Background: an optimization exercise with open tools, aiming at small area. Do not read the settings as production practice.
Only simulation tests tie the RTL to the original design; equivalence was not proved.
No activity file was given, so power comes from the tool's default toggle rates.

Setup of run 1:
## opl2
module opl2(
  clk,
  reset,
  opl2_we,
  opl2_data,
  opl2_adr,
  kon,
  channel_a,
  channel_b,
  sample_clk,
  sample_clk_128
  );
Size: about 8100 cells after synthesis, roughly 3000 flip-flops, ~62 I/O pins, ~100000 sq um of cells after synthesis.
make LEC_CHECK=0 ABC_AREA=1 CAP_MARGIN=20 CORE_MARGIN=2 CORE_UTILIZATION=40 CTS_BUF_LIST=sky130_fd_sc_hd__clkbuf_16 CTS_CLUSTER_DIAMETER=100 CTS_CLUSTER_SIZE=24 GPL_ROUTABILITY_DRIVEN=0 GPL_TIMING_DRIVEN=0 SLEW_MARGIN=20 finish   # period 15.0 ns
run.sh (not shown) runs the stock make flow with config.mk's settings and CLKGATE_MAP_FILE= SYNTH_SCRIPT=/design/flow/synth_recipe.tcl, a recipe that flattens the netlist after the stock synthesis.
Input changes introduced in run 2 (baseline for comparison: run 1):
-- flow/config.mk --
<<< run 1, line 11
export CORE_UTILIZATION = 40
>>> run 2, line 11
export CORE_UTILIZATION = 55
<<< run 1, line 15
export GPL_ROUTABILITY_DRIVEN = 0
export GPL_TIMING_DRIVEN = 0
>>> run 2, line 15
export PLACE_DENSITY = 0.7
### Flow results
- Run 1 -> run 2: routed wire length decreased by a few percent
- First-iteration DRC count, run 2 vs run 1: down by more than 10%
- Run 2 vs. run 1: switching share of power went down by 0.39 points.
- Total placed instance area (run 2 vs. run 1) decreases by a few percent
- In run 2, static power due to leakage is lower than in run 1.
The following lists how run 3 was set up differently from run 2:
-- flow/config.mk --
<<< run 2, line 11
export CORE_UTILIZATION = 55
>>> run 3, line 11
export CORE_UTILIZATION = 40
<<< run 2, line 15
export PLACE_DENSITY = 0.7
>>> run 3, line 15
[summary]
Compared run 2 against run 3; clock transition at the register clock pins on the worst setup and hold paths after CTS within noise. Diff run 2..run 3 | number of remaining DRC errors | unchanged. Per the comparison of run 3 with run 2, final antenna diode count increased by 5 relative to the old numbers, power drawn by the clock network increased by about 5% relative to the old numbers, number of logic stages on the critical path including buffering decreased by 1.2% relative to the old numbers. Compared with run 2, overall die area in run 3 increased by more than a quarter.
Here is what was changed in the inputs of run 4 compared with run 3.
-- flow/config.mk --
<<< run 3, line 11
export CORE_UTILIZATION = 40
export CTS_BUF_LIST = sky130_fd_sc_hd__clkbuf_16
export CTS_CLUSTER_DIAMETER = 100
export CTS_CLUSTER_SIZE = 24
>>> run 4, line 11
export CORE_UTILIZATION = 65
Results
Sort run 3 and run 4 by critical path depth, descending, and run 4 comes first.
Row post-route minimum period: run 4 higher / run 3 lower
Comparing run 3 and run 4, the higher largest net degree at the start of global routing was measured on run 4.
Run 4 -> run 3: multi-input gate area in the final layout flat
Between run 3 and run 4, the growth of design area from synthesis to finish is lower for run 3.
Modified inputs, run 5 compared to run 4
-- flow/config.mk --
<<< run 4, line 11
export CORE_UTILIZATION = 65
>>> run 5, line 11
export CORE_UTILIZATION = 40
export CTS_BUF_LIST = sky130_fd_sc_hd__clkbuf_16
export CTS_CLUSTER_DIAMETER = 100
export CTS_CLUSTER_SIZE = 30
Results
- Summary: final area, run 5 better than run 4
- Run 4 has a higher met1 global-route usage than run 5.
- Going from run 4 to run 5, total of clock buffers placed in the layout fell 262; leakage power of the design fell 5.7%.
Edits applied to the flow inputs when going from run 5 to run 6:
-- flow/config.mk --
<<< run 5, line 11
export CORE_UTILIZATION = 40
>>> run 6, line 11
export CORE_UTILIZATION = 60
<<< run 5, line 13
export CTS_CLUSTER_DIAMETER = 100
export CTS_CLUSTER_SIZE = 30
>>> run 6, line 13
export CTS_CLUSTER_DIAMETER = 60
export CTS_CLUSTER_SIZE = 26
## What came out
In summary, run 6 completed successfully, with a layout that passed the timing, design-rule and antenna checks.
Worst setup slack was higher in the run labelled run 6.
Looking at part of the total power dissipated in the clock network, run 6 sits 3.4 points above run 5.
Critical path depth (run 6 over run 5): decrease, 1.2%
Taking run 5 as the reference, in run 6 final critical delay including setup and external delays decreased 0.051 ns; global-route usage increased 9.0 points; headroom to the max-slew limit shows a reduction of 2.5 points; remaining global-route overflow saw little to no change; detailed-route wire length per cell increased 5.3%.
The period utilization of run 6 is lower than that of run 5.
Against run 5, total power in run 6 came out worse.
In the reports for run 6 and run 5, the larger clock edge transition at the registers on the reported setup and hold paths belongs to run 5.

==> re-timing with driven ports <==
In the flow no input, the clock included, has a driving cell. The finished layouts below were timed again as built, in two steps. Step 1: set_driving_cell puts a clkbuf_16 on clk and a buf_2 on each other input, an assumption about the parent block. Step 2 times the ports against the registers' clock, not the clock port: input delays grow and output delays shrink by t, the midpoint of the rising clock arrivals with the driver on. Three values: no drivers, after step 1, after step 2; two values: the first two.
run | t, ns | setup WS [ns] | worst setup path at the end
run 1 | 0.929 | 0.951 / 0.951 / 0.951 | register to register
run 2 | 0.905 | 1.213 / 1.213 / 1.213 | register to register
run 3 | 0.952 | 1.167 / 1.167 / 1.167 | register to register
run 4 | 0.990 | 1.022 / 1.022 / 1.022 | register to register
run 5 | 0.911 | 1.215 / 1.215 / 1.215 | register to register
run 6 | 0.913 | 1.266 / 1.266 / 1.266 | register to register
After both steps setup and hold are still met in every run listed.
